Source: an optimization exercise on an open RTL-to-GDS flow (aim: small area). Production flows keep margins and buffers that such runs may drop.
The RTL was checked by simulation tests, not by an equivalence proof against the original design.
No activity file was given, so power comes from the tool's default toggle rates.

==> constraint.sdc <==
create_clock -name core_clock -period 10.0 [get_ports {pclk_i}]
set_input_delay 2.0000 -clock core_clock [delete_from_list [all_inputs] [get_ports {pclk_i}]]
set_output_delay 2.0000 -clock core_clock [all_outputs]
set_load 0.01 [all_outputs]
==> config.mk <==
export PLATFORM = sky130hd
export DESIGN_NAME = top_mailbox
export DESIGN_NICKNAME = top_mailbox
export VERILOG_FILES = /design/flow/design.v
export SDC_FILE = /design/flow/constraint.sdc
export NUM_CORES = 4
export LEC_CHECK = 0
export CAP_MARGIN = 20
export CORE_MARGIN = 2
export CORE_UTILIZATION = 40
export SLEW_MARGIN = 20
==> design.v <==
module apb_controller
(
    input                   pclk_i     ,
    input                   psel_i     ,
    input                   penable_i  ,
    input                   presetn_i  ,
    input                   ack_w_i    ,
    input                   ack_r_i    ,
    input                   pwrite_i   ,
    input      [31:0]       paddr_i    ,
    input      [31:0]       pwdata_i   ,
    input                   err_w_i    ,
    input                   err_r_i    ,
    input      [31:0]       rdata_i    ,
    input                   irq        ,
    output reg [31:0]       prdata_o   ,
    output reg              pslverr_o  ,
    output reg              req_w_o    ,
    output reg              req_r_o    ,
    output reg              pready_o   ,
    output reg [5:0]        addr_o     ,
    output reg [31:0]       data_o
);
    localparam [3:0] CHECK_PSEL_PEN = 4'd0,
                     CHECK_PWEN     = 4'd1,
                     REQ_WRITE      = 4'd2,
                     ACK_WRITE      = 4'd3,
                     WRITE_RDY      = 4'd4,
                     WRITE_ERR      = 4'd5,
                     REQ_READ       = 4'd6,
                     ACK_READ       = 4'd7,
                     READ_RDY       = 4'd8;
    reg  [3:0]  state   ;
    reg         r_err_i ;
    reg         write_o ;
    always @(posedge pclk_i)
        if (presetn_i && state == CHECK_PSEL_PEN && psel_i && penable_i) begin
            addr_o  <= {|paddr_i[31:5], paddr_i[4:0]};
            data_o  <= pwdata_i;
            write_o <= pwrite_i;
        end
    always @(posedge pclk_i)
        if (!presetn_i) begin
            state     <= CHECK_PSEL_PEN;
            req_w_o   <= 1'b0;
            req_r_o   <= 1'b0;
            pready_o  <= 1'b1;
            prdata_o  <= 32'd0;
            pslverr_o <= 1'b1;
            r_err_i   <= 1'b0;
        end else
            case (state)
                CHECK_PSEL_PEN: begin
                    pslverr_o <= 1'b0;
                    if (psel_i && penable_i) begin
                        state    <= CHECK_PWEN;
                        pready_o <= 1'b0;
                    end else
                        pready_o <= 1'b1;
                end
                CHECK_PWEN:
                    if (irq && write_o)  state <= WRITE_ERR;
                    else if (write_o)    state <= REQ_WRITE;
                    else                 state <= REQ_READ;
                REQ_WRITE:
                    if (req_w_o && ack_w_i) begin
                        r_err_i <= err_w_i;
                        req_w_o <= 1'b0;
                        state   <= ACK_WRITE;
                    end else
                        req_w_o <= 1'b1;
                ACK_WRITE:
                    if (!ack_w_i) state <= WRITE_RDY;
                WRITE_RDY, READ_RDY: begin
                    pready_o  <= 1'b1;
                    pslverr_o <= r_err_i;
                    state     <= CHECK_PSEL_PEN;
                end
                WRITE_ERR: begin
                    pready_o  <= 1'b1;
                    pslverr_o <= 1'b1;
                    state     <= CHECK_PSEL_PEN;
                end
                REQ_READ:
                    if (req_r_o && ack_r_i) begin
                        prdata_o <= rdata_i;
                        r_err_i  <= err_r_i;
                        req_r_o  <= 1'b0;
                        state    <= ACK_READ;
                    end else
                        req_r_o <= 1'b1;
                ACK_READ:
                    if (!ack_r_i) state <= READ_RDY;
                default: state <= CHECK_PSEL_PEN;
            endcase
endmodule
module fifo_ctrl
    (
        input               clk             ,
        input               rstn            ,
        output reg          err_fifo_full_o ,
        input               req_i           ,
        input       [1:0]   numb_cpu_i      ,
        output reg  [3:0]   ack_o           ,
        output reg          s_tvalid_o      ,
        input               s_tready_i
    );
    localparam [2:0] REQ = 3'd0, WR = 3'd1, ERR = 3'd2, FIN = 3'd3, DEL = 3'd4;
    reg [1:0] c_delay;
    reg [2:0] state;
    always @(posedge clk)
        if (!rstn) begin
            err_fifo_full_o <= 1'b0;
            ack_o           <= 4'd0;
            s_tvalid_o      <= 1'b0;
            c_delay         <= 2'd0;
            state           <= REQ;
        end else
            case (state)
                REQ:
                    if (req_i && s_tready_i)  state <= WR;
                    else if (req_i)           state <= ERR;
                WR: begin
                    s_tvalid_o <= 1'b1;
                    state      <= FIN;
                end
                ERR: begin
                    err_fifo_full_o    <= 1'b1;
                    ack_o[numb_cpu_i]  <= 1'b1;
                    state              <= DEL;
                end
                FIN: begin
                    s_tvalid_o         <= 1'b0;
                    ack_o[numb_cpu_i]  <= 1'b1;
                    state              <= DEL;
                end
                DEL:
                    if (c_delay != 2'b11)
                        c_delay <= c_delay + 2'd1;
                    else begin
                        ack_o[numb_cpu_i] <= 1'b0;
                        if (!req_i) state <= REQ;
                        c_delay         <= 2'd0;
                        err_fifo_full_o <= 1'b0;
                    end
                default: state <= REQ;
            endcase
endmodule
module mux
    (
        input               clk             ,
        input               rstn            ,
        input       [3:0]   req_i           ,
        output reg  [3:0]   mux_err_o       ,
        output reg  [3:0]   mux_req_o       ,
        output reg  [1:0]   mux_numb_cpu_o  ,
        input               mux_err_i       ,
        input       [3:0]   ack_i           ,
        output reg  [3:0]   mux_ack_o
    );
    reg [1:0] state;
    always @(posedge clk)
        if (!rstn) begin
            state          <= 2'd0;
            mux_err_o      <= 4'd0;
            mux_req_o      <= 4'd0;
            mux_ack_o      <= 4'd0;
            mux_numb_cpu_o <= 2'd0;
        end else begin
            if (req_i[state]) begin
                mux_err_o[state] <= mux_err_i;
                mux_req_o[state] <= 1'b1;
                mux_ack_o[state] <= ack_i[state];
                mux_numb_cpu_o   <= state;
            end else begin
                mux_req_o[state] <= 1'b0;
                if (!ack_i[state]) begin
                    mux_ack_o[state] <= 1'b0;
                    state            <= state + 2'd1;
                end
            end
        end
endmodule
module reg_model
    (
        input               clk         ,
        input               rstn        ,
        input       [36:0]  m_tdata_i   ,
        input               m_tvalid_i  ,
        output reg          m_tready_o  ,
        input               req_i       ,
        input       [5:0]   addr_r_i    ,
        input       [1:0]   numb_r_cpu_i,
        output reg  [31:0]  rdata_r_o   ,
        output reg          err_r_o     ,
        output reg  [3:0]   ack_r_o     ,
        output      [3:0]   irq_o
    );
    reg [15:0]          f_busy      ;
    reg [24*32-1:0]     mem         ;
    reg                 f_wr        ;
    reg [1:0]           c_delay     ;
    reg [1:0]           c_delay_w   ;
    reg [31:0]          r_data      ;
    reg [2:0]           r_cls       ;
    reg [1:0]           r_numb      ;
    genvar g;
    generate
        for (g = 0; g < 4; g = g + 1) begin : g_irq
            assign irq_o[g] = |f_busy[4*g +: 4];
        end
    endgenerate
    localparam [1:0] RDY = 2'd0, WR = 2'd1, WAIT = 2'd2, WAIT_RD = 2'd3;
    localparam [1:0] REQ = 2'd0, ERR_ADDR = 2'd1, READ = 2'd2, WAIT_R = 2'd3;
    reg [1:0] state_wr;
    reg [1:0] state_r;
    wire [3:0]  w_slot    = {r_cls[1:0], r_numb};
    wire        w_is_slot = !r_cls[2];
    wire        w_busy    = w_is_slot && f_busy[w_slot];
    wire [4:0]  w_reg     = {r_cls, r_numb};
    wire        w_go      = (state_wr == WR) && (r_cls != 3'd7) && !w_busy;
    wire        w_wdata   = w_go && (r_cls <= 3'd5);
    wire        w_wstat   = w_go && (r_cls <= 3'd4);
    wire        w_inc     = (state_wr == WR) && (r_cls == 3'd7);
    wire [31:0] w_cnt     = mem[32*(20 + r_numb) +: 32] + 32'd1;
    wire        r_big     = addr_r_i[5];
    wire [4:0]  r_a       = addr_r_i[4:0];
    wire        r_bad     = r_big || (r_a[4] && r_a[3]);
    wire        r_own     = !r_big && !r_a[4] && (r_a[3:2] == numb_r_cpu_i);
    wire [31:0] r_word    = r_a[4] ? mem[32*{2'b10, r_a[2:0]} +: 32] : mem[32*{1'b0, r_a[3:0]} +: 32];
    wire        r_clr     = (state_r == READ) && r_own;
    always @(posedge clk)
        if (rstn && state_wr == RDY && m_tvalid_i) begin
            r_data <= m_tdata_i[31:0];
            r_cls  <= m_tdata_i[34:32];
            r_numb <= m_tdata_i[36:35];
        end
    integer n;
    always @(posedge clk)
        if (!rstn)
            mem <= {24*32{1'b0}};
        else
            for (n = 0; n < 24; n = n + 1) begin
                if (w_wdata && w_reg == n)
                    mem[32*n +: 32] <= r_data;
                if (n >= 20 && w_inc && r_numb == n - 20)
                    mem[32*n +: 32] <= w_cnt;
                if (n >= 16 && n <= 20 && w_wstat && r_cls == n - 16)
                    mem[32*n + r_numb] <= 1'b1;
                if (n >= 16 && n <= 19 && r_clr && numb_r_cpu_i == n - 16)
                    mem[32*n + r_a[1:0]] <= 1'b0;
            end
    always @(posedge clk)
        if (!rstn)
            f_busy <= 16'd0;
        else
            for (n = 0; n < 16; n = n + 1) begin
                if (w_go && w_is_slot && w_slot == n)
                    f_busy[n] <= 1'b1;
                if (r_clr && r_a[3:0] == n)
                    f_busy[n] <= 1'b0;
            end
    always @(posedge clk)
        if (!rstn) begin
            m_tready_o  <= 1'b1;
            rdata_r_o   <= 32'd0;
            err_r_o     <= 1'b0;
            ack_r_o     <= 4'd0;
            f_wr        <= 1'b0;
            state_wr    <= RDY;
            state_r     <= REQ;
            c_delay     <= 2'd0;
            c_delay_w   <= 2'd0;
        end else begin
            case (state_wr)
                RDY:
                    if (m_tvalid_i) begin
                        m_tready_o <= 1'b1;
                        state_wr   <= WR;
                    end
                WR: begin
                    m_tready_o <= 1'b0;
                    f_wr       <= 1'b1;
                    if (r_cls != 3'd7 && w_busy)
                        state_wr <= WAIT_RD;
                    else
                        state_wr <= WAIT;
                end
                WAIT: begin
                    f_wr <= 1'b0;
                    if (c_delay_w != 2'b11)
                        c_delay_w <= c_delay_w + 2'd1;
                    else begin
                        c_delay_w <= 2'd0;
                        state_wr  <= RDY;
                    end
                end
                WAIT_RD: begin
                    f_wr <= 1'b0;
                    if (!w_busy)
                        state_wr <= WR;
                end
            endcase
            case (state_r)
                REQ:
                    if (req_i) state_r <= ERR_ADDR;
                ERR_ADDR:
                    if (r_bad) begin
                        ack_r_o[numb_r_cpu_i] <= 1'b1;
                        err_r_o               <= 1'b1;
                        state_r               <= WAIT_R;
                    end else if (!f_wr)
                        state_r <= READ;
                READ: begin
                    rdata_r_o             <= r_word;
                    ack_r_o[numb_r_cpu_i] <= 1'b1;
                    state_r               <= WAIT_R;
                end
                WAIT_R:
                    if (c_delay != 2'b11)
                        c_delay <= c_delay + 2'd1;
                    else begin
                        c_delay               <= 2'd0;
                        ack_r_o[numb_r_cpu_i] <= 1'b0;
                        err_r_o               <= 1'b0;
                        if (!req_i) state_r <= REQ;
                    end
            endcase
        end
endmodule
module axis_fifo #
(
    parameter DATA_WIDTH = 37
)
(
    input  wire                   clk,
    input  wire                   rst,
    input  wire [DATA_WIDTH-1:0]  s_axis_tdata,
    input  wire                   s_axis_tvalid,
    output wire                   s_axis_tready,
    output wire [DATA_WIDTH-1:0]  m_axis_tdata,
    output wire                   m_axis_tvalid,
    input  wire                   m_axis_tready
);
    localparam NST = 33;
    reg [1:0]            wr_ptr_reg;
    reg [1:0]            rd_ptr_reg;
    reg [DATA_WIDTH-1:0] mem0, mem1;
    reg [DATA_WIDTH-1:0] pipe [0:NST-1];
    reg [NST-1:0]        valid;
    wire full  = wr_ptr_reg == (rd_ptr_reg ^ 2'b10);
    wire empty = wr_ptr_reg == rd_ptr_reg;
    assign s_axis_tready = !full;
    assign m_axis_tdata  = pipe[NST-1];
    assign m_axis_tvalid = valid[NST-1];
    wire [NST-1:0] hole_at_or_after;
    genvar g;
    generate
        for (g = 0; g < NST; g = g + 1) begin : g_hole
            if (g == NST-1) begin : g_last
                assign hole_at_or_after[g] = !valid[g];
            end else begin : g_mid
                assign hole_at_or_after[g] = !valid[g] || hole_at_or_after[g+1];
            end
        end
    endgenerate
    wire [NST-1:0] adv = {NST{m_axis_tready}} | hole_at_or_after;
    always @(posedge clk)
        if (s_axis_tvalid && !full) begin
            if (wr_ptr_reg[0]) mem1 <= s_axis_tdata;
            else               mem0 <= s_axis_tdata;
        end
    always @(posedge clk) begin
        if (adv[0])
            pipe[0] <= rd_ptr_reg[0] ? mem1 : mem0;
    end
    generate
        for (g = 1; g < NST; g = g + 1) begin : g_pipe
            always @(posedge clk)
                if (adv[g]) pipe[g] <= pipe[g-1];
        end
    endgenerate
    integer j;
    always @(posedge clk)
        if (rst) begin
            wr_ptr_reg <= 2'd0;
            rd_ptr_reg <= 2'd0;
            valid      <= {NST{1'b0}};
        end else begin
            if (s_axis_tvalid && !full)
                wr_ptr_reg <= wr_ptr_reg + 2'd1;
            if (m_axis_tready)
                valid[NST-1] <= 1'b0;
            for (j = NST-1; j > 0; j = j - 1)
                if (adv[j]) begin
                    valid[j]   <= valid[j-1];
                    valid[j-1] <= 1'b0;
                end
            if (adv[0]) begin
                valid[0] <= 1'b0;
                if (!empty) begin
                    valid[0]   <= 1'b1;
                    rd_ptr_reg <= rd_ptr_reg + 2'd1;
                end
            end
        end
endmodule
module top_mailbox
    #(
        parameter   [31:0]  W_WIDTH_SYS     =   32  ,
        parameter   [31:0]  N_NUMB_CPU      =   4   ,
        parameter   [31:0]  K_FIFO_DEPTH    =   32  ,
        parameter   [31:0]  WIDTH_ADDR      =   32  ,
        parameter           FIFO_DATA       =   W_WIDTH_SYS + WIDTH_ADDR + 32
    )
    (
        input  wire                                         pclk_i     ,
        input  wire                                         presetn_i  ,
        input  wire [N_NUMB_CPU-1: 0]                       psel_i     ,
        input  wire [N_NUMB_CPU-1: 0]                       penable_i  ,
        input  wire [N_NUMB_CPU-1: 0]                       pwrite_i   ,
        input  wire [N_NUMB_CPU*W_WIDTH_SYS-1:0]            paddr_i    ,
        input  wire [N_NUMB_CPU*WIDTH_ADDR-1:0]             pwdata_i   ,
        output wire [N_NUMB_CPU*W_WIDTH_SYS-1:0]            prdata_o   ,
        output wire [N_NUMB_CPU-1: 0]                       pslverr_o  ,
        output wire [N_NUMB_CPU-1: 0]                       pready_o   ,
        output wire [N_NUMB_CPU-1: 0]                       irq
    );
    genvar  i;
    wire [3:0]          w_req_w_mx, w_req_r_mx;
    wire [3:0]          w_ack_w_mx, w_ack_r_mx;
    wire [3:0]          w_err_w_apb, w_err_r_apb;
    wire [3:0]          w_req_w_reg, w_req_r_reg;
    wire [1:0]          w_numb_w, w_numb_r;
    wire [5:0]          w_addr [0:3];
    wire [31:0]         w_data [0:3];
    wire [3:0]          w_irq;
    wire                w_err_fifo_full;
    wire [3:0]          w_ack_w;
    wire                w_fifo_svalid, w_fifo_sready;
    wire [36:0]         w_m_tdata;
    wire                w_m_tvalid, w_m_tready;
    wire [31:0]         w_rdata_r;
    wire                w_err_r;
    wire [3:0]          w_ack_r;
    assign irq = w_irq;
    generate
        for (i = 0; i < 4; i = i + 1) begin : gen_apb_ctrl
            apb_controller apb_ctrl_inst (
                .pclk_i     (pclk_i),
                .presetn_i  (presetn_i),
                .psel_i     (psel_i[i]),
                .penable_i  (penable_i[i]),
                .pwrite_i   (pwrite_i[i]),
                .paddr_i    (paddr_i [i*32 +: 32]),
                .pwdata_i   (pwdata_i[i*32 +: 32]),
                .prdata_o   (prdata_o[i*32 +: 32]),
                .pslverr_o  (pslverr_o[i]),
                .pready_o   (pready_o[i]),
                .ack_w_i    (w_ack_w_mx[i]),
                .ack_r_i    (w_ack_r_mx[i]),
                .req_w_o    (w_req_w_mx[i]),
                .req_r_o    (w_req_r_mx[i]),
                .err_w_i    (w_err_w_apb[i]),
                .err_r_i    (w_err_r_apb[i]),
                .rdata_i    (w_rdata_r),
                .irq        (w_irq[i]),
                .addr_o     (w_addr[i]),
                .data_o     (w_data[i])
            );
        end
    endgenerate
    mux write_mux (
        .clk            (pclk_i),
        .rstn           (presetn_i),
        .req_i          (w_req_w_mx),
        .mux_err_o      (w_err_w_apb),
        .mux_req_o      (w_req_w_reg),
        .mux_numb_cpu_o (w_numb_w),
        .mux_err_i      (w_err_fifo_full),
        .ack_i          (w_ack_w),
        .mux_ack_o      (w_ack_w_mx)
    );
    fifo_ctrl fifo_ctrl (
        .clk            (pclk_i),
        .rstn           (presetn_i),
        .err_fifo_full_o(w_err_fifo_full),
        .req_i          (|w_req_w_reg),
        .numb_cpu_i     (w_numb_w),
        .ack_o          (w_ack_w),
        .s_tvalid_o     (w_fifo_svalid),
        .s_tready_i     (w_fifo_sready)
    );
    wire [5:0]  w_wa    = w_addr[w_numb_w];
    wire        w_match = w_wa[1:0] == w_numb_w;
    wire [2:0]  w_cls   = !w_match                           ? 3'd7 :
                          (w_wa[5] || (w_wa[4] && w_wa[3])) ? 3'd6 :
                                                              w_wa[4:2];
    axis_fifo #(.DATA_WIDTH(37)) fifo_wr (
        .clk            (pclk_i),
        .rst            (!presetn_i),
        .s_axis_tdata   ({w_numb_w, w_cls, w_data[w_numb_w]}),
        .s_axis_tvalid  (w_fifo_svalid),
        .s_axis_tready  (w_fifo_sready),
        .m_axis_tdata   (w_m_tdata),
        .m_axis_tvalid  (w_m_tvalid),
        .m_axis_tready  (w_m_tready)
    );
    mux read_mux (
        .clk            (pclk_i),
        .rstn           (presetn_i),
        .req_i          (w_req_r_mx),
        .mux_err_o      (w_err_r_apb),
        .mux_req_o      (w_req_r_reg),
        .mux_numb_cpu_o (w_numb_r),
        .mux_err_i      (w_err_r),
        .ack_i          (w_ack_r),
        .mux_ack_o      (w_ack_r_mx)
    );
    reg_model reg_model_inst (
        .clk            (pclk_i),
        .rstn           (presetn_i),
        .m_tdata_i      (w_m_tdata),
        .m_tvalid_i     (w_m_tvalid),
        .m_tready_o     (w_m_tready),
        .req_i          (|w_req_r_reg),
        .addr_r_i       (w_addr[w_numb_r]),
        .numb_r_cpu_i   (w_numb_r),
        .rdata_r_o      (w_rdata_r),
        .err_r_o        (w_err_r),
        .ack_r_o        (w_ack_r),
        .irq_o          (w_irq)
    );
endmodule
==> run.sh <==
#!/bin/bash
# synth_recipe.tcl (not shown) runs the flow's synth.tcl, then flattens the netlist and writes it again
# the make line also repeats each setting of config.mk as NAME=value (left out here)
make -C /OpenROAD-flow-scripts/flow DESIGN_CONFIG=/design/flow/config.mk WORK_HOME=/design/flow/orfs CLKGATE_MAP_FILE= SYNTH_SCRIPT=/design/flow/synth_recipe.tcl finish
==> flow_metrics.py, run 1 <==
metrics = {
    "layout": {
        "largest_register_ffs": 1221,
        "reg_top3": "fifo_wr.pipe (1221), reg_model_inst.mem (767)",
        "area_delta_synth_final_pct": 16.7,
        "top_register": "fifo_wr.pipe",
        "final_util_pct": 46.9,
        "drive_gt1_share_pct": 11.7,
        "nNetsFinal": 7948,
        "final_cell_mix": "1823 x nand2_1, 1488 x edfxtp_1, 1072 x dfxtp_1",
        "fillerInstances": 20500,
        "layout_commonest_cell": "nand2_1",
    },
    "sta": {
        "slew_headroom_pct": 14.9,
        "totalNegativeSetupSlack_ns": 0,
        "setup_viol": 0,
        "hold_ws_ns": 0.383,
        "maxSlewViolCount": 0,
        "rsz0062_at_grt": "false",
        "fin_ws_ns": 5.22,
        "fin_skew_ns": 0.0567,
        "worst_pin_slew_ns": 1.28,
        "fmax_mhz": 209,
        "final-hold-violation-count": 0,
        "finalCriticalPeriod_ns": 4.78,
        "period_share_pct": 47.8,
    },
    "floorplan": {
        "io_pins": 410,
        "die-width_um": 490,
        "die_area_mm2": 0.240,
        "start_util_pct": 40.2,
        "coreArea_mm2": 0.235,
        "row_count": 178,
        "die_h_um": 490,
    },
    "logic_synthesis": {
        "synth_area_per_cell_um2": 12.8,
        "synth_edf_count": 1488,
        "async_flop_share_pct": 0,
        "yosysUniqueCellTypes": 78,
        "synth_fp_nets": 7638,
        "syn-cell-area_mm2": 0.0944,
        "ys.flop_type": "edfxtp_1",
        "seq_area_frac_synth_pct": 70.1,
        "ys_warn_count": 7,
        "ys_ff_latch": 2563,
        "synthCells": 7352,
    },
    "grt": {
        "grt_pass1_wl_um": 358000,
        "grt_max_degree": 209,
        "grtUsageTotal_pct": 19.6,
        "grt.overflow.total": 0,
        "antenna_found_initial": 7,
        "grt_pass1_vias": 58500,
    },
    "clock_network": {
        "ctsResizeCount": 0,
        "hold_buffers": 0,
        "postCtsSetupBuffers": 0,
        "cts_made_buffers": 277,
        "clock_latency_ns": 0.93,
        "clock-sinks": 2563,
        "cts_root_buf": "clkbuf_16",
        "clk_pin_slew_ns": 0.06,
        "cts_max_level": 5,
        "cts_buffer_depth": 4,
        "cts_tree": "done",
    },
    "setup_path": {
        "r2r_cells": 8,
        "r2r_slack_ns": 5.85,
        "worstPathMaxFanout": 3,
        "r2r-start": "read_mux.mux_numb_cpu_o[1]",
        "cp.arrival_ns": 2.78,
        "r2r-end": "reg_model_inst.rdata_r_o[15]",
        "cp-end-kind": "output port",
        "required_ns": 8.00,
        "crit_type": "register to output port",
        "crit_path_start": "reg_model_inst.f_busy[7]",
        "crit_path_start_kind": "register",
    },
    "placement": {
        "gp_congestion": 0.873,
        "hpwl_um": 149000,
        "port_buffers": 409,
        "dp_slack_ns": 5.06,
    },
    "detailed_routing": {
        "drt-total-wl_um": 240000,
        "drtIter0Drc": 5806,
        "ant_nets": 0,
        "drc": 0,
        "routed_via_density": 5.40,
        "drt_pass1_iterations": 6,
        "via_count": 59400,
        "wl_per_cell_um": 21.8,
    },
    "worst_hold_path": {
        "worst_hold_path.endpoint": "fifo_wr.pipe[25][29]",
        "hp-class": "register to register",
        "hp-start": "fifo_wr.pipe[24][29]",
        "whs_path_depth": 0,
    },
    "power_and_ir_drop": {
        "max-vdd-ir-drop_uv": 155,
        "p_leak_nw": 37.9,
        "power_density_mw_per_mm2": 233,
    },
    "job": {
        "drv_cap": 0,
    },
    "status": {
        "status": "finished clean",
    },
}
area by class of cell:
class                   count  area (um2)  area share [%]
flip-flops and latches   2563       66200            60.1
multi-input cells        4233       25900            23.5
clock buffers             370        7720            7.01
repair buffers            535        5190            4.71
well taps                3150        3940            3.58
clock inverters            99         925           0.840
inverters                  52         203           0.184
diodes                      3        7.51         0.00682
stage by stage:
| step | instances | power, mW | area [um2] |
|---|---|---|---|
| floorplan | 7352 | 15.4 | 94400 |
| global placement | 10500 | 16.0 | 101000 |
| detailed placement | 10500 | 16.1 | 101000 |
| CTS | 11000 | 25.9 | 110000 |
| global route | 11000 | 26.6 | 110000 |
| finish | 11000 | 25.6 | 110000 |
logic make-up after synthesis:
kind of cell | count (synthesis) | synth area share (%)
compound gates | 1263 | 7.70
xor+xnor | 37 | 0.351
fa+ha+maj | 16 | 0.212
buf+inv | 556 | 2.64
flops | 2563 | 70.1
mux | 517 | 8.48
simple gates | 2400 | 10.5
synth_stat cells, types with 22 or more instances:
cell,instances,area [um2]
mux2_2,120,1350
nor3_1,48,240
a211o_1,22,193
a22oi_1,54,405
nor2_1,256,961
dfxtp_1,1075,21500
o211a_1,45,450
nand4_1,33,206
nand3_1,43,215
nand2_1,1836,6890
mux2i_1,168,1680
nor4_1,47,294
a21oi_1,871,4360
clkbuf_1,343,1290
buf_4,33,248
a32o_1,30,300
a211oi_1,38,285
buf_2,91,455
edfxtp_1,1488,44700
a31oi_1,23,144
o21ai_0,88,440
mux4_2,190,4280
o22ai_1,30,188
inv_1,51,191
layer usage:
layer | wire (um) | GRT usage [%] | up-vias
met3 | 22200 | 4.68 | 524
met4 | 8980 | 7.75 | 0
met2 | 111000 | 31.2 | 2717
li1 | - | - | 26900
met1 | 96900 | 25.9 | 29200
met5 | 0 | 0 | -
critical path, cell delays in order (launching register included):
cell             delay, ns
dfxtp_1               0.33
nor4_1                0.55
buf_4                 0.25
inv_1                 0.09
clkdlybuf4s50_1       0.64
power by group:
group / internal (mW) / total, mW / switching (mW)
Clock: 5.83 / 9.77 / 3.94
Sequential: 14.0 / 14.7 / 0.706
Combinational: 0.498 / 1.15 / 0.652
worst max-delay path by stage:
| stage | to | slack, ns | cells after the start |
|---|---|---|---|
| after floorplan | gen_apb_ctrl[3].apb_ctrl_inst.addr_o[0] | 3.12 | 3 |
| after global routing | irq[2] | 5.14 | 3 |
| after detailed placement | reg_model_inst.mem[150] | 5.06 | 5 |
| final | irq[1] | 5.22 | 4 |
| after CTS | irq[2] | 5.12 | 3 |
| after global placement | reg_model_inst.mem[221] | 5.20 | 5 |
==> inputs of run 2 (changes only) <==
--- a/design.v
+++ b/design.v
@@ -40,4 +40,8 @@
             write_o <= pwrite_i;
         end
+    wire rd_done = (state == REQ_READ) && req_r_o && ack_r_i;
+    always @(posedge pclk_i)
+        if (!presetn_i || rd_done)
+            prdata_o <= {32{presetn_i}} & rdata_i;
     always @(posedge pclk_i)
         if (!presetn_i) begin
@@ -46,5 +50,4 @@
             req_r_o   <= 1'b0;
             pready_o  <= 1'b1;
-            prdata_o  <= 32'd0;
             pslverr_o <= 1'b1;
             r_err_i   <= 1'b0;
@@ -84,5 +87,4 @@
                 REQ_READ:
                     if (req_r_o && ack_r_i) begin
-                        prdata_o <= rdata_i;
                         r_err_i  <= err_r_i;
                         req_r_o  <= 1'b0;
@@ -236,19 +238,43 @@
             r_numb <= m_tdata_i[36:35];
         end
-    integer n;
-    always @(posedge clk)
-        if (!rstn)
-            mem <= {24*32{1'b0}};
-        else
-            for (n = 0; n < 24; n = n + 1) begin
-                if (w_wdata && w_reg == n)
-                    mem[32*n +: 32] <= r_data;
-                if (n >= 20 && w_inc && r_numb == n - 20)
-                    mem[32*n +: 32] <= w_cnt;
-                if (n >= 16 && n <= 20 && w_wstat && r_cls == n - 16)
-                    mem[32*n + r_numb] <= 1'b1;
-                if (n >= 16 && n <= 19 && r_clr && numb_r_cpu_i == n - 16)
-                    mem[32*n + r_a[1:0]] <= 1'b0;
+    wire [31:0] d_data = {32{rstn}} & r_data;
+    wire [31:0] d_cnt  = {32{rstn}} & (w_inc ? w_cnt : r_data);
+    generate
+        for (g = 0; g < 24; g = g + 1) begin : g_reg
+            wire wd = w_wdata && (w_reg == g);
+            if (g < 16) begin : g_slot
+                always @(posedge clk)
+                    if (!rstn || wd) mem[32*g +: 32] <= d_data;
+            end else if (g < 20) begin : g_stat
+                always @(posedge clk)
+                    if (!rstn || wd) mem[32*g+4 +: 28] <= d_data[31:4];
+                genvar b;
+                for (b = 0; b < 4; b = b + 1) begin : g_bit
+                    wire set = w_wstat && (r_cls == g - 16) && (r_numb == b);
+                    wire clr = r_clr && (numb_r_cpu_i == g - 16) && (r_a[1:0] == b);
+                    always @(posedge clk)
+                        if (!rstn || clr || set || wd)
+                            mem[32*g+b] <= rstn && !clr && (set || r_data[b]);
+                end
+            end else begin : g_cnt
+                wire inc = w_inc && (r_numb == g - 20);
+                if (g == 20) begin : g_set
+                    always @(posedge clk)
+                        if (!rstn || wd || inc) mem[32*g+4 +: 28] <= d_cnt[31:4];
+                    genvar b;
+                    for (b = 0; b < 4; b = b + 1) begin : g_bit
+                        wire set = w_wstat && (r_cls == 3'd4) && (r_numb == b);
+                        always @(posedge clk)
+                            if (!rstn || set || wd || inc)
+                                mem[32*g+b] <= rstn && (set || d_cnt[b]);
+                    end
+                end else begin : g_plain
+                    always @(posedge clk)
+                        if (!rstn || wd || inc) mem[32*g +: 32] <= d_cnt;
+                end
             end
+        end
+    endgenerate
+    integer n;
     always @(posedge clk)
         if (!rstn)
==> run 2 against run 1 <==
Still clean. Sequential share of layout area is 10 points higher. Sequential power is 6% higher. First-iteration DRC count is 37% lower. Cell area is 3.1% lower. Via count is 30% lower. Clock skew is 0.020 ns higher. Power is 3.8% higher. Non-clock buffer count is 58 lower. Register-to-register slack worse by 0.08 ns. Utilization is 0.59 points higher.
==> flow_metrics.py, run 2 <==
metrics = {
    "status": {
        "status": "finished clean",
    },
    "grt": {
        "grt_pass1_vias": 42300,
        "grtUsageTotal_pct": 15.1,
        "grt_pass1_wl_um": 263000,
        "antenna_found_initial": 6,
        "grt.overflow.total": 0,
        "grt_max_degree": 108,
    },
    "logic_synthesis": {
        "synth_top_family_by_area": "multiplexers",
        "synth_top_area_share_pct": 79.0,
        "synthTopCellsByArea": "edfxtp_1 79%, mux4_2 6.7%, dfxtp_1 4.0%",
        "synth_top_area_cell": "edfxtp_1",
        "muxShareOfSynthArea_pct": 8.56,
        "synthTopCellsByCount": "2384 x edfxtp_1, 271 x mux4_2, 191 x nor2_1",
        "synth_fp_nets": 4616,
        "ys_ff_latch": 2563,
        "synth_area_per_cell_um2": 20.9,
        "synth_edf_count": 2384,
        "seq_area_frac_synth_pct": 83.0,
        "async_flop_share_pct": 0,
        "synthAdderAreaFrac_pct": 0.221,
        "synth-simple-area-share_pct": 3.86,
        "synth_compound_area_share_pct": 2.75,
        "synth-xor-area-share_pct": 0.319,
        "synthCells": 4330,
        "yosysUniqueCellTypes": 71,
        "ys.flop_type": "edfxtp_1",
        "yosysMostFrequentCell": "edfxtp_1",
        "syn-cell-area_mm2": 0.0906,
        "ys_warn_count": 7,
    },
    "sta": {
        "fin_skew_ns": 0.0765,
        "slew_headroom_pct": 26.0,
        "fmax_mhz": 203,
        "setup_viol": 0,
        "finalCriticalPeriod_ns": 4.92,
        "final-hold-violation-count": 0,
        "worst_pin_slew_ns": 1.10,
        "maxSlewViolCount": 0,
        "period_share_pct": 49.2,
        "rsz0062_at_grt": "false",
        "totalNegativeSetupSlack_ns": 0,
    },
    "power_and_ir_drop": {
        "power_frac_comb_pct": 5.6,
        "seq_power_share_pct": 58.5,
        "p_int_mw": 21.3,
        "finalPower_mw": 26.6,
        "p_switching_mw": 5.35,
        "max-vdd-ir-drop_uv": 189,
        "clkPwrFrac_pct": 35.9,
        "switching_share_pct": 20.1,
        "p_leak_nw": 36.4,
        "power_density_mw_per_mm2": 250,
    },
    "detailed_routing": {
        "drc": 0,
        "wl_met2_um": 85900,
        "wl_per_cell_um": 21.8,
        "drtIter0Drc": 3653,
        "routed_via_density": 5.11,
        "met3_length_um": 10500,
        "topRoutingLayerUsed": "met4",
        "ant_nets": 0,
        "via_count": 41400,
        "met1_length_um": 74400,
        "drt-total-wl_um": 176000,
        "drt_pass1_iterations": 5,
    },
    "setup_path": {
        "worstPathMaxFanout": 3,
        "crit_path_start_kind": "register",
        "crit_type": "register to output port",
        "cp-end-kind": "output port",
        "path_cells": "nor4_1, inv_1, clkdlybuf4s50_1",
        "cp.arrival_ns": 2.92,
        "required_ns": 8.00,
        "critPathBufInv": 2,
        "crit_slowest_cell": "nor4_1",
        "critical-path-max-stage-delay_ns": 0.93,
        "cp_top_family": "simple AND/OR/NAND/NOR gates",
    },
    "floorplan": {
        "die_h_um": 480,
        "coreArea_mm2": 0.225,
        "io_pins": 410,
        "row_count": 174,
        "die_area_mm2": 0.230,
        "die-width_um": 480,
        "start_util_pct": 40.3,
    },
    "layout": {
        "layout_commonest_cell": "edfxtp_1",
        "fillerInstances": 18400,
        "final_cell_mix": "2384 x edfxtp_1, 408 x clkdlybuf4s50_1, 284 x clkbuf_16",
        "top_register": "fifo_wr.pipe",
        "nNetsFinal": 5187,
        "reg_top3": "fifo_wr.pipe (1221), reg_model_inst.mem (768)",
        "register_area_mm2": 0.0752,
        "multi_input_area_mm2": 0.0144,
        "area_delta_synth_final_pct": 17.8,
        "largest_register_ffs": 1221,
        "drive_gt1_share_pct": 17.5,
    },
    "clock_network": {
        "ctsResizeCount": 0,
        "cts_buffer_depth": 4,
        "postCtsSetupBuffers": 0,
        "cts_made_buffers": 277,
        "clk_pin_slew_ns": 0.06,
        "cts_root_buf": "clkbuf_16",
        "cts_max_level": 5,
        "clock_latency_ns": 0.91,
        "cts_tree": "done",
        "clock-sinks": 2563,
        "hold_buffers": 0,
    },
    "job": {
        "drv_cap": 0,
    },
    "placement": {
        "gp_congestion": 0.912,
        "hpwl_um": 106000,
        "port_buffers": 409,
    },
    "worst_hold_path": {
        "hp-class": "register to register",
    },
}
run 2: cell types whose count changed after synthesis, sizes merged, moves of 103 or more:
cell / previous run / this run
edfxtp: 1488 / 2384
mux2i: 169 / 66
dfxtp: 1075 / 179
clkbuf: 344 / 87
nand2: 1843 / 156
a21oi: 871 / 83
run 2: worst register-to-register path, delay by kind of cell (launching register included):
family        cells  cell delay, ns
buf+inv           3            0.66
simple gates      6            2.72
flops             1            0.40
run 2: cells by family (layout without fill, tap and decap cells):
family | count (synthesis) | in the layout
AO/OA/AOI/OAI | 358 | 358
XOR/XNOR | 33 | 33
adder cells (fa/ha/maj) | 16 | 16
buffers and inverters | 246 | 1012
flip-flops | 2563 | 2563
multiplexers | 425 | 425
other | 0 | 9
AND/OR/NAND/NOR | 689 | 689
run 2: power groups by stage:
stage | clock network [mW] | logic [mW] | registers (mW)
floorplan | 0 | 1.03 | 15.5
global placement | 0 | 1.48 | 15.7
detailed placement | 0 | 1.50 | 15.8
CTS | 9.83 | 1.51 | 15.6
global route | 10.2 | 1.62 | 15.8
finish | 9.57 | 1.48 | 15.6
run 2: layout make-up:
cell class              instances  share of cell area (%)
diodes                          9                  0.0211
flip-flops and latches       2563                    70.4
inverters                      61                   0.217
clock inverters               102                   0.878
well taps                    2992                    3.51
multi-input cells            1521                    13.5
repair buffers                477                    4.36
clock buffers                 372                    7.11
run 2: path summary, 6_finish.rpt:
check                           start             endpoint  slack (ns)  cells past startpoint
min               fifo_wr.pipe[31][8]  fifo_wr.pipe[32][8]        0.36                      0
max          reg_model_inst.f_busy[7]               irq[1]        5.08                      3
min reg2reg       fifo_wr.pipe[31][8]  fifo_wr.pipe[32][8]        0.36                      0
max reg2reg         fifo_wr.valid[32]  fifo_wr.pipe[0][36]        5.77                      9
run 2: metrics by stage:
| stage | instances | utilization (%) | hold slack, ns | instance area [um2] | worst slack, ns |
|---|---|---|---|---|---|
| 2_1_floorplan | 4330 | - | 0.400 | 90600 | 5.00 |
| 3_3_place_gp | 7612 | 43.6 | 0.400 | 98100 | 4.88 |
| 3_5_place_dp | 7613 | 43.6 | 0.405 | 98200 | 4.77 |
| 4_1_cts | 8087 | 47.4 | 0.352 | 107000 | 4.93 |
| 5_1_grt | 8092 | 47.4 | 0.358 | 107000 | 4.94 |
| 6_report | 8097 | 47.5 | 0.363 | 107000 | 5.08 |
run 2: per-layer routing:
metal,track usage (%),up-vias
li1,-,18600
met2,25.0,1356
met3,2.77,348
met4,5.51,0
met5,0,-
met1,20.1,21100
==> inputs of run 3 (changes only) <==
--- a/config.mk
+++ b/config.mk
@@ -9,3 +9,5 @@
 export CORE_MARGIN = 2
 export CORE_UTILIZATION = 40
+export CTS_CLUSTER_DIAMETER = 100
+export CTS_CLUSTER_SIZE = 25
 export SLEW_MARGIN = 20
==> run 3 against run 2 <==
Still clean on timing, DRC and antenna. Critical path depth did not move. Sequential power hardly changed. Sequential share of layout area is 3.6 points higher. Area after synthesis stayed put. Clock skew increased by 0.029 ns. Worst setup slack got worse by 0.080 ns. Via count is 2.7% lower. Global-route usage is 0.35 points lower. Critical path type unchanged. Critical endpoint is now irq[2].
==> flow_metrics.py, run 3 <==
metrics = {
    "grt": {
        "grt_pass1_vias": 40800,
        "antenna_found_initial": 4,
        "grtUsageTotal_pct": 14.8,
        "grt_pass1_wl_um": 257000,
        "grt.overflow.total": 0,
        "grt_max_degree": 108,
    },
    "setup_path": {
        "crit_path_start": "reg_model_inst.f_busy[11]",
        "required_ns": 8.00,
        "critical-path-max-stage-delay_ns": 1.02,
        "crit_slowest_cell": "nor4_1",
        "critPathBufInv": 2,
        "r2r-start": "fifo_wr.valid[32]",
        "r2r-end": "fifo_wr.pipe[0][27]",
        "cp_num_cells": 3,
        "crit_path_start_kind": "register",
        "cp.arrival_ns": 3.00,
        "crit_type": "register to output port",
        "r2r_cells": 9,
        "cp_top_family": "simple AND/OR/NAND/NOR gates",
        "path_cells": "nor4_1, inv_1, clkdlybuf4s50_1",
        "cp-end-kind": "output port",
        "worstPathMaxFanout": 3,
        "endpoint": "irq[2]",
        "r2r_slack_ns": 5.76,
    },
    "layout": {
        "final_cell_mix": "2384 x edfxtp_1, 408 x clkdlybuf4s50_1, 268 x mux4_2",
        "nNetsFinal": 5024,
        "final_util_pct": 45.1,
        "register_area_mm2": 0.0752,
        "multi_input_area_mm2": 0.0144,
        "final_cells": 7803,
        "layout_commonest_cell": "edfxtp_1",
        "top_register": "fifo_wr.pipe",
        "drive_gt1_share_pct": 13.7,
        "fillerInstances": 18900,
        "largest_register_ffs": 1221,
        "area_delta_synth_final_pct": 12.1,
        "fin_area_mm2": 0.102,
        "reg_top3": "fifo_wr.pipe (1221), reg_model_inst.mem (768)",
    },
    "sta": {
        "totalNegativeSetupSlack_ns": 0,
        "worst_pin_slew_ns": 1.21,
        "rsz0062_at_grt": "false",
        "fin_ws_ns": 5.00,
        "maxSlewViolCount": 0,
        "fmax_mhz": 200,
        "slew_headroom_pct": 18.3,
        "final-hold-violation-count": 0,
        "finalCriticalPeriod_ns": 5.00,
        "setup_viol": 0,
        "fin_skew_ns": 0.106,
        "period_share_pct": 50.0,
    },
    "logic_synthesis": {
        "synth_top_area_cell": "edfxtp_1",
        "synth_edf_count": 2384,
        "yosysMostFrequentCell": "edfxtp_1",
        "synthCells": 4330,
        "synthTopCellsByCount": "2384 x edfxtp_1, 271 x mux4_2, 191 x nor2_1",
        "yosysUniqueCellTypes": 71,
        "seq_area_frac_synth_pct": 83.0,
        "async_flop_share_pct": 0,
        "syn-cell-area_mm2": 0.0906,
        "synth_area_per_cell_um2": 20.9,
        "ys_warn_count": 7,
        "synth_top_area_share_pct": 79.0,
        "synth_fp_nets": 4616,
        "synthTopCellsByArea": "edfxtp_1 79%, mux4_2 6.7%, dfxtp_1 4.0%",
        "ys.flop_type": "edfxtp_1",
        "ys_ff_latch": 2563,
    },
    "clock_network": {
        "clk_pin_slew_ns": 0.10,
        "clock_latency_ns": 0.83,
        "cts_made_buffers": 114,
        "postCtsSetupBuffers": 0,
        "cts_buffer_depth": 3,
        "hold_buffers": 0,
        "cts_max_level": 3,
        "cts_root_buf": "clkbuf_16",
        "cts_tree": "done",
        "ctsResizeCount": 0,
        "clock-sinks": 2563,
    },
    "placement": {
        "dpl_cell_area_mm2": 0.0982,
        "gp_congestion": 0.912,
        "dpl.cell_count": 7613,
        "port_buffers": 409,
        "dp_slack_ns": 4.77,
        "hpwl_um": 106000,
    },
    "detailed_routing": {
        "routed_via_density": 5.16,
        "drtIter0Drc": 3759,
        "ant_nets": 0,
        "drt_pass1_iterations": 6,
        "wl_per_cell_um": 22.2,
        "via_count": 40300,
        "drt-total-wl_um": 173000,
        "drc": 0,
    },
    "power_and_ir_drop": {
        "power_density_mw_per_mm2": 220,
        "p_leak_nw": 33.8,
        "max-vdd-ir-drop_uv": 180,
    },
    "floorplan": {
        "coreArea_mm2": 0.225,
        "die_h_um": 480,
        "io_pins": 410,
        "die-width_um": 480,
        "row_count": 174,
        "die_area_mm2": 0.230,
        "start_util_pct": 40.3,
    },
    "worst_hold_path": {
        "whs_path_depth": 0,
        "hp-class": "register to register",
    },
    "job": {
        "drv_cap": 0,
    },
    "status": {
        "status": "finished clean",
    },
}
[run 3: changes by cell type in the layout (fill, tap and decap cells not counted), moves of 2 or more]
cell	delta
clkbuf_16	-168
clkinv_1	-36
clkinv_2	-35
clkbuf_1	-24
bufinv_16	-17
clkbuf_8	-15
clkinvlp_4	-9
clkinv_16	+6
diode_2	+4
inv_12	+2
inv_6	-2
[run 3: layer usage]
layer,part of all wire (%),global-route usage [%],routed length [um],vias to the layer above
met3,5.3,2.06,9240,205
met4,2.4,4.22,4190,0
met2,50,25.2,86200,1198
li1,-,-,-,18100
met1,42,19.9,73300,20800
met5,0,0,0,-
[run 3: worst reg2reg max path: cells and delay by family, from the launching register on]
kind                   cells  cell delay [ns]
AND/OR/NAND/NOR            6             2.73
buffers and inverters      3             0.67
flip-flops                 1             0.41
[run 3: stage by stage]
step	hold slack, ns	total power, mW
CTS	0.330	22.6
detailed placement	0.405	17.4
floorplan	0.400	16.5
global placement	0.400	17.2
finish	0.354	22.3
global route	0.346	23.3
[run 3: worst min-delay path by stage]
stage / startpoint / end / slack, ns
after floorplan: fifo_wr.pipe[9][0] / fifo_wr.pipe[10][0] / 0.40
after global placement: fifo_wr.pipe[30][32] / fifo_wr.pipe[31][32] / 0.40
after detailed placement: fifo_wr.pipe[9][14] / fifo_wr.pipe[10][14] / 0.40
after CTS: fifo_wr.pipe[24][16] / fifo_wr.pipe[25][16] / 0.33
after global routing: fifo_wr.pipe[24][16] / fifo_wr.pipe[25][16] / 0.35
final: fifo_wr.pipe[24][16] / fifo_wr.pipe[25][16] / 0.35
[run 3: area by class of cell]
cell class	instances	area share, %
inverter	61	0.228
clock buffer	165	3.04
antenna	13	0.0320
clock inverter	11	0.238
tap	2992	3.69
multi-input combinational	1521	14.2
timing repair buffer	477	4.59
sequential	2563	74.0
[run 3: cell families after synthesis]
logic type | share of synthesized area [%]
AO/OA/AOI/OAI | 2.75
XOR/XNOR | 0.319
adder cells (fa/ha/maj) | 0.221
buffers and inverters | 1.28
flip-flops | 83.0
multiplexers | 8.56
AND/OR/NAND/NOR | 3.86
[run 3: power by group]
group	internal, mW	switching (mW)
combinational	0.680	0.805
sequential	14.8	0.707
clock	2.18	3.10
total	17.7	4.62
==> inputs of run 4 (changes only) <==
==> flow/run.sh (new file) <==
#!/bin/bash
# Layout flow: the standard flow (standard synthesis unchanged), with
# two changes to how the layout is built:
#  - ports are buffered with the smallest buffer (sky130_fd_sc_hd__buf_1)
#    instead of the default delay buffer; every port still gets a buffer;
#  - the clock tree clusters up to 25 sinks within 100 um per leaf buffer
#    and adds no dummy loads.
# Each tool's full output is kept under orfs/logs; the output of the make
# run itself goes to standard.log in this folder.
set -e
cp standard.sh standard.sh.log
export BUFFER_PORTS_ARGS="-buffer_cell sky130_fd_sc_hd__buf_1"
export CTS_ARGS="-sink_clustering_enable -repair_clock_nets -dont_use_dummy_load -sink_clustering_size 25 -sink_clustering_max_diameter 100"
bash standard.sh > standard.log 2>&1
==> standard.sh (new file) <==
#!/bin/bash
# synth_recipe.tcl (not shown) runs the flow's synth.tcl, then flattens the netlist and writes it again
# the make line also repeats each setting of config.mk as NAME=value (left out here)
make -C /OpenROAD-flow-scripts/flow DESIGN_CONFIG=/design/flow/config.mk WORK_HOME=/design/flow/orfs CLKGATE_MAP_FILE= SYNTH_SCRIPT=/design/flow/synth_recipe.tcl "${@:-finish}"
--- a/config.mk
+++ b/config.mk
@@ -9,5 +9,3 @@
 export CORE_MARGIN = 2
 export CORE_UTILIZATION = 40
-export CTS_CLUSTER_DIAMETER = 100
-export CTS_CLUSTER_SIZE = 25
 export SLEW_MARGIN = 20
removed: run.sh
==> run 4 against run 3 <==
Flip-flop and latch count did not move. Sequential share of layout area rose by 2.3 points. Via count rose by 0.64%. Utilization fell by 1.3 points. Cell count fell by 0.76%. Critical endpoint is now reg_model_inst.rdata_r_o[15]. Clock skew rose by 0.055 ns. Clock power fell by 5.3%. Still clean on timing, DRC and antenna. Register-to-register slack got worse by 0.54 ns. Fmax rose by 4.6%. Synthesized cell count did not move. Area after synthesis did not move. Largest cell class unchanged.
==> flow_metrics.py, run 4 <==
metrics = {
    "status": {
        "status": "finished clean",
    },
    "sta": {
        "fin_skew_ns": 0.161,
        "period_share_pct": 47.8,
        "totalNegativeSetupSlack_ns": 0,
        "final-hold-violation-count": 0,
        "setup_viol": 0,
        "worst_pin_slew_ns": 1.11,
        "fmax_mhz": 209,
        "rsz0062_at_grt": "false",
        "finalCriticalPeriod_ns": 4.78,
        "maxSlewViolCount": 0,
        "slew_headroom_pct": 25.8,
    },
    "setup_path": {
        "crit_slowest_cell": "mux4_4",
        "critical-path-max-stage-delay_ns": 0.94,
        "path_cells": "mux4_4, buf_4, buf_4, mux4_2, mux2_2, o22ai_1, a211oi_1",
        "cp_common_cell": "buf_4",
        "cp-end-kind": "register",
        "crit_type": "register to register",
        "worstPathMaxFanout": 51,
        "cp.arrival_ns": 5.34,
        "required_ns": 10.57,
        "crit_path_start_kind": "register",
    },
    "logic_synthesis": {
        "synthTopCellsByArea": "edfxtp_1 79%, mux4_2 6.7%, dfxtp_1 4.0%",
        "synthTopCellsByCount": "2384 x edfxtp_1, 271 x mux4_2, 191 x nor2_1",
        "yosysUniqueCellTypes": 71,
        "ys_ff_latch": 2563,
        "async_flop_share_pct": 0,
        "synth_area_per_cell_um2": 20.9,
        "synth_top_area_cell": "edfxtp_1",
        "synth_top_area_share_pct": 79.0,
        "synthCells": 4330,
        "synth_edf_count": 2384,
        "seq_area_frac_synth_pct": 83.0,
        "synth_fp_nets": 4616,
        "syn-cell-area_mm2": 0.0906,
        "ys_warn_count": 7,
        "yosysMostFrequentCell": "edfxtp_1",
        "ys.flop_type": "edfxtp_1",
    },
    "power_and_ir_drop": {
        "power_frac_comb_pct": 6.3,
        "power_density_mw_per_mm2": 223,
        "finalPower_mw": 22.0,
        "seq_power_share_pct": 70.8,
        "max-vdd-ir-drop_uv": 170,
        "p_int_mw": 17.5,
        "p_switching_mw": 4.50,
        "p_leak_nw": 32.6,
        "clkPwrFrac_pct": 22.8,
        "switching_share_pct": 20.5,
    },
    "detailed_routing": {
        "ant_nets": 0,
        "drtIter0Drc": 3945,
        "drt-total-wl_um": 178000,
        "routed_via_density": 5.23,
        "via_count": 40500,
        "met1_length_um": 76000,
        "drc": 0,
        "topRoutingLayerUsed": "met5",
        "met3_length_um": 10200,
        "wl_met2_um": 86800,
        "drt_pass1_iterations": 6,
        "wl_per_cell_um": 22.9,
    },
    "clock_network": {
        "hold_buffers": 0,
        "clock-sinks": 2563,
        "ctsResizeCount": 0,
        "clk_pin_slew_ns": 0.10,
        "cts_made_buffers": 115,
        "cts_root_buf": "clkbuf_16",
        "cts_max_level": 3,
        "postCtsSetupBuffers": 0,
        "cts_buffer_depth": 3,
        "cts_tree": "done",
        "clock_latency_ns": 0.80,
    },
    "job": {
        "drv_cap": 0,
    },
    "grt": {
        "grt_pass1_vias": 41000,
        "antenna_found_initial": 16,
        "grt_max_degree": 170,
        "grt_pass1_wl_um": 261000,
        "grtUsageTotal_pct": 15.1,
        "grt.overflow.total": 0,
    },
    "layout": {
        "area_delta_synth_final_pct": 8.81,
        "reg_top3": "fifo_wr.pipe (1221), reg_model_inst.mem (768)",
        "top_register": "fifo_wr.pipe",
        "fin_area_mm2": 0.0985,
        "multi_input_area_mm2": 0.0144,
        "register_area_mm2": 0.0752,
        "nNetsFinal": 5030,
        "layout_commonest_cell": "edfxtp_1",
        "final_cell_mix": "2384 x edfxtp_1, 408 x buf_1, 268 x mux4_2",
        "drive_gt1_share_pct": 13.8,
        "fillerInstances": 19000,
        "largest_register_ffs": 1221,
    },
    "placement": {
        "hpwl_um": 105000,
        "port_buffers": 409,
        "dpl_cell_area_mm2": 0.0956,
        "gp_congestion": 0.893,
    },
    "floorplan": {
        "die-width_um": 480,
        "coreArea_mm2": 0.225,
        "die_area_mm2": 0.230,
        "die_h_um": 480,
        "io_pins": 410,
        "row_count": 174,
        "start_util_pct": 40.3,
    },
    "worst_hold_path": {
        "hp-class": "register to register",
    },
}
-- run 4: cell counts after synthesis --
No cell type changed its count.
-- run 4: path summary, 6_finish.rpt --
path / startpoint / depth (start not counted) / slack [ns] / end
worst max-delay path: read_mux.mux_numb_cpu_o[1] / 7 / 5.22 / reg_model_inst.rdata_r_o[15]
worst min-delay path: fifo_wr.pipe[23][23] / 0 / 0.26 / fifo_wr.pipe[24][23]
worst max register to register: read_mux.mux_numb_cpu_o[1] / 7 / 5.22 / reg_model_inst.rdata_r_o[15]
worst min register to register: fifo_wr.pipe[23][23] / 0 / 0.26 / fifo_wr.pipe[24][23]
-- run 4: power groups by stage --
stage	combinational [mW]	sequential, mW	clock, mW
5_1_grt	1.52	15.8	5.53
3_5_place_dp	1.40	15.8	0
6_report	1.39	15.5	5.01
4_1_cts	1.41	15.6	5.21
3_3_place_gp	1.38	15.7	0
2_1_floorplan	1.03	15.5	0
-- run 4: worst max-delay path, delay by kind of cell, from the launching register on --
kind,cells,cell delay (ns)
mux,3,1.80
buf+inv,2,1.73
flops,1,0.76
compound gates,2,0.20
-- run 4: through the flow --
stage	setup WS, ns	hold WS [ns]	cells	utilization [%]
4_1_cts	5.12	0.242	7734	43.8
3_5_place_dp	5.17	0.405	7619	42.5
5_1_grt	4.81	0.242	7740	43.8
3_3_place_gp	5.26	0.400	7617	42.5
2_1_floorplan	5.00	0.400	4330	-
6_report	5.22	0.257	7744	43.8
-- run 4: logic make-up (layout without fill, tap and decap cells) --
kind of cell             Yosys count  in the layout  share of synthesized area [%]
AO/OA/AOI/OAI                    358            358                           2.75
XOR/XNOR                          33             33                          0.319
adder cells (fa/ha/maj)           16             16                          0.221
buffers and inverters            246            658                           1.28
flip-flops                      2563           2563                           83.0
multiplexers                     425            425                           8.56
other                              0             10                              0
AND/OR/NAND/NOR                  689            689                           3.86
-- run 4: final cells by class --
cell class	count	share of cell area (%)
Antenna cell	10	0.0254
Clock buffer	115	2.92
Inverter	61	0.236
Multi-Input combinational cell	1521	14.6
Sequential cell	2563	76.3
Tap cell	2992	3.80
Timing Repair Buffer	482	2.16
-- run 4: metal layers --
layer,global-route usage (%),vias up
met3,2.01,227
met4,4.11,2
met2,25.5,1292
met1,20.7,21000
li1,-,18000
met5,0,-
==> inputs of run 5 (changes only) <==
--- a/design.v
+++ b/design.v
@@ -230,5 +230,12 @@
     wire        r_bad     = r_big || (r_a[4] && r_a[3]);
     wire        r_own     = !r_big && !r_a[4] && (r_a[3:2] == numb_r_cpu_i);
-    wire [31:0] r_word    = r_a[4] ? mem[32*{2'b10, r_a[2:0]} +: 32] : mem[32*{1'b0, r_a[3:0]} +: 32];
+    reg  [31:0] r_word;
+    integer m;
+    always @* begin
+        r_word = 32'd0;
+        for (m = 0; m < 24; m = m + 1)
+            if ((m < 16) ? (!r_a[4] && r_a[3:0] == m) : (r_a[4] && r_a[2:0] == m - 16))
+                r_word = r_word | mem[32*m +: 32];
+    end
     wire        r_clr     = (state_r == READ) && r_own;
     always @(posedge clk)
==> run 5 against run 4 <==
Via count rose by 9.7%. Clock power is 0.8% higher. Cell area down 0.12%. Power fell by 0.56%. Clock skew is 0.047 ns lower. Routed wire length grew 9.5%. Critical path type unchanged. Die area is 0.33% lower. Area after synthesis is 0.33% lower. Sequential share of layout area is 0.095 points higher.
==> flow_metrics.py, run 5 <==
metrics = {
    "status": {
        "status": "finished clean",
    },
    "detailed_routing": {
        "via_count": 44500,
        "routed_via_density": 5.40,
        "wl_per_cell_um": 23.6,
        "drt_pass1_iterations": 5,
        "drc": 0,
        "drt-total-wl_um": 194000,
        "ant_nets": 0,
        "drtIter0Drc": 4887,
    },
    "sta": {
        "setup_viol": 0,
        "maxSlewViolCount": 0,
        "slew_headroom_pct": 16.5,
        "fin_skew_ns": 0.114,
        "totalNegativeSetupSlack_ns": 0,
        "final-hold-violation-count": 0,
        "fmax_mhz": 216,
        "finalCriticalPeriod_ns": 4.62,
        "fin_ws_ns": 5.38,
        "rsz0062_at_grt": "false",
        "period_share_pct": 46.2,
        "worst_pin_slew_ns": 1.24,
    },
    "floorplan": {
        "die_area_mm2": 0.229,
        "start_util_pct": 40.2,
        "coreArea_mm2": 0.225,
        "die-width_um": 479,
        "io_pins": 410,
        "row_count": 174,
        "die_h_um": 479,
    },
    "clock_network": {
        "clock_latency_ns": 0.80,
        "ctsResizeCount": 0,
        "cts_max_level": 3,
        "clk_pin_slew_ns": 0.10,
        "postCtsSetupBuffers": 0,
        "cts_buffer_depth": 3,
        "clock-sinks": 2563,
        "cts_root_buf": "clkbuf_16",
        "cts_tree": "done",
        "cts_made_buffers": 115,
        "hold_buffers": 0,
    },
    "setup_path": {
        "r2r_cells": 7,
        "worstPathMaxFanout": 63,
        "crit_path_start_kind": "register",
        "cp-end-kind": "register",
        "crit_type": "register to register",
        "r2r_slack_ns": 5.38,
        "cp_common_cell": "buf_4",
        "path_cells": "buf_4, mux4_4, buf_4, or3b_2, o22ai_1, a2111oi_0, a31oi_1",
        "cp.arrival_ns": 5.29,
        "required_ns": 10.67,
        "critical-path-max-stage-delay_ns": 1.08,
        "crit_slowest_cell": "or3b_2",
    },
    "placement": {
        "gp_congestion": 0.864,
        "dp_slack_ns": 5.09,
        "port_buffers": 409,
        "dpl.cell_count": 8113,
        "dpl_cell_area_mm2": 0.0954,
        "hpwl_um": 119000,
    },
    "grt": {
        "grtUsageTotal_pct": 16.5,
        "grt.overflow.total": 0,
        "grt_pass1_vias": 44100,
        "grt_pass1_wl_um": 284000,
        "grt_max_degree": 65,
        "antenna_found_initial": 6,
    },
    "logic_synthesis": {
        "ys.flop_type": "edfxtp_1",
        "synthCells": 4851,
        "synth_fp_nets": 5137,
        "ys_warn_count": 7,
        "synthTopCellsByCount": "2384 x edfxtp_1, 365 x nand2_1, 218 x nor2_1",
        "synth_top_area_cell": "edfxtp_1",
        "syn-cell-area_mm2": 0.0903,
        "synth_edf_count": 2384,
        "synth_area_per_cell_um2": 18.6,
        "async_flop_share_pct": 0,
        "ys_ff_latch": 2563,
        "yosysUniqueCellTypes": 75,
        "synthTopCellsByArea": "edfxtp_1 79%, dfxtp_1 4.0%, mux4_2 1.7%",
        "yosysMostFrequentCell": "edfxtp_1",
        "seq_area_frac_synth_pct": 83.3,
        "synth_top_area_share_pct": 79.3,
    },
    "layout": {
        "layout_commonest_cell": "edfxtp_1",
        "reg_top3": "fifo_wr.pipe (1221), reg_model_inst.mem (768)",
        "largest_register_ffs": 1221,
        "fillerInstances": 19400,
        "nNetsFinal": 5528,
        "register_area_mm2": 0.0752,
        "final_cell_mix": "2384 x edfxtp_1, 408 x buf_1, 356 x nand2_1",
        "multi_input_area_mm2": 0.0141,
        "area_delta_synth_final_pct": 9.04,
        "top_register": "fifo_wr.pipe",
        "drive_gt1_share_pct": 8.51,
        "final_cells": 8240,
        "final_util_pct": 43.8,
        "fin_area_mm2": 0.0984,
    },
    "power_and_ir_drop": {
        "power_density_mw_per_mm2": 222,
        "max-vdd-ir-drop_uv": 152,
        "p_leak_nw": 32.7,
    },
    "worst_hold_path": {
        "hp-class": "register to register",
        "whs_path_depth": 0,
    },
    "job": {
        "drv_cap": 0,
    },
}
## run 5: cell count changes after synthesis, moves of 30 or more
cell | previous run | this run
a22o_1 | 0 | 30
mux4_2 | 271 | 68
nor4_1 | 42 | 76
a21oi_1 | 83 | 209
a22oi_1 | 7 | 118
clkbuf_1 | 87 | 162
a211oi_1 | 69 | 27
nand2_1 | 156 | 365
buf_2 | 47 | 17
mux2i_1 | 66 | 98
## run 5: final timing paths
check,startpoint,endpoint
worst max register to register,read_mux.mux_numb_cpu_o[0],reg_model_inst.rdata_r_o[28]
worst max-delay path,read_mux.mux_numb_cpu_o[0],reg_model_inst.rdata_r_o[28]
worst min-delay path,fifo_wr.pipe[24][36],fifo_wr.pipe[25][36]
worst min register to register,fifo_wr.pipe[24][36],fifo_wr.pipe[25][36]
## run 5: cell families after synthesis
group,count (synthesis),synth area share [%]
flops,2563,83.3
simple gates,986,5.21
compound gates,704,5.40
buf+inv,286,1.31
mux,259,4.21
xor+xnor,37,0.359
fa+ha+maj,16,0.222
## run 5: worst max-delay path, delay by kind of cell, from the launching register on
family                 cells  cell delay (ns)
AOI/OAI and AO/OA          3             0.85
buffers and inverters      2             1.19
DFF                        1             0.65
muxes                      1             0.72
and+or+nand+nor            1             1.08
## run 5: final cells by class
| class | instances | area share, % |
|---|---|---|
| Inverter | 61 | 0.235 |
| Tap cell | 2992 | 3.80 |
| Antenna cell | 8 | 0.0203 |
| Multi-Input combinational cell | 2002 | 14.3 |
| Timing Repair Buffer | 499 | 2.32 |
| Clock buffer | 115 | 2.92 |
| Sequential cell | 2563 | 76.4 |
## run 5: through the flow
stage / hold slack [ns] / power (mW)
3_3_place_gp: 0.400 / 16.9
5_1_grt: 0.322 / 22.7
3_5_place_dp: 0.405 / 17.1
2_1_floorplan: 0.400 / 16.3
4_1_cts: 0.314 / 22.0
6_report: 0.339 / 21.8
## run 5: power by group
group          internal, mW  switching [mW]  total, mW
registers              14.8           0.715       15.5
logic                 0.466           0.829       1.29
clock network          2.04            3.00       5.05
total                  17.3            4.55       21.8
## run 5: per-layer routing
metal	global-route usage [%]	wire length, um	vias up
li1	-	-	19700
met1	22.1	79400	22500
met2	27.2	93600	1883
met3	2.31	13900	322
met4	6.46	7640	0
met5	0	0	-

==> static timing again, ports no longer ideal <==
Ports are ideal in the flow. The routed layouts listed here were re-timed in OpenROAD.
Step 1 sets driving cells, clkbuf_16 on the clock port and buf_2 on the other inputs (assumed; they add their load-dependent delay and slew).
Step 2, shift: input delay + t, output delay - t, t = (earliest + latest rising clock arrival at the registers) / 2. This alone moves slack from input paths to output paths.
a / b / c = ideal ports / drivers / drivers and shift; a / b = the first two.
run | t, ns | setup slack, ns | worst setup path at the end | latest minus earliest clock arrival (ns) | worst register clock-pin slew, ns
run 1 | 1.006 | 5.225 / 5.118 / 4.849 | input to register | 0.059 / 0.058 | 0.07 / 0.07
run 2 | 0.960 | 5.082 / 4.994 / 4.755 | input to register | 0.081 / 0.081 | 0.07 / 0.07
run 3 | 0.859 | 5.002 / 4.916 / 4.726 | input to register | 0.119 / 0.119 | 0.11 / 0.11
run 4 | 0.813 | 5.222 / 5.222 / 5.222 | register to register | 0.166 / 0.166 | 0.11 / 0.11
run 5 | 0.840 | 5.380 / 5.380 / 5.114 | input to register | 0.135 / 0.136 | 0.10 / 0.10
After both steps setup and hold are still met in every run listed. The setup slack of run 1, which loses most, moves by -0.107 ns with the drivers and by -0.376 ns with both steps.
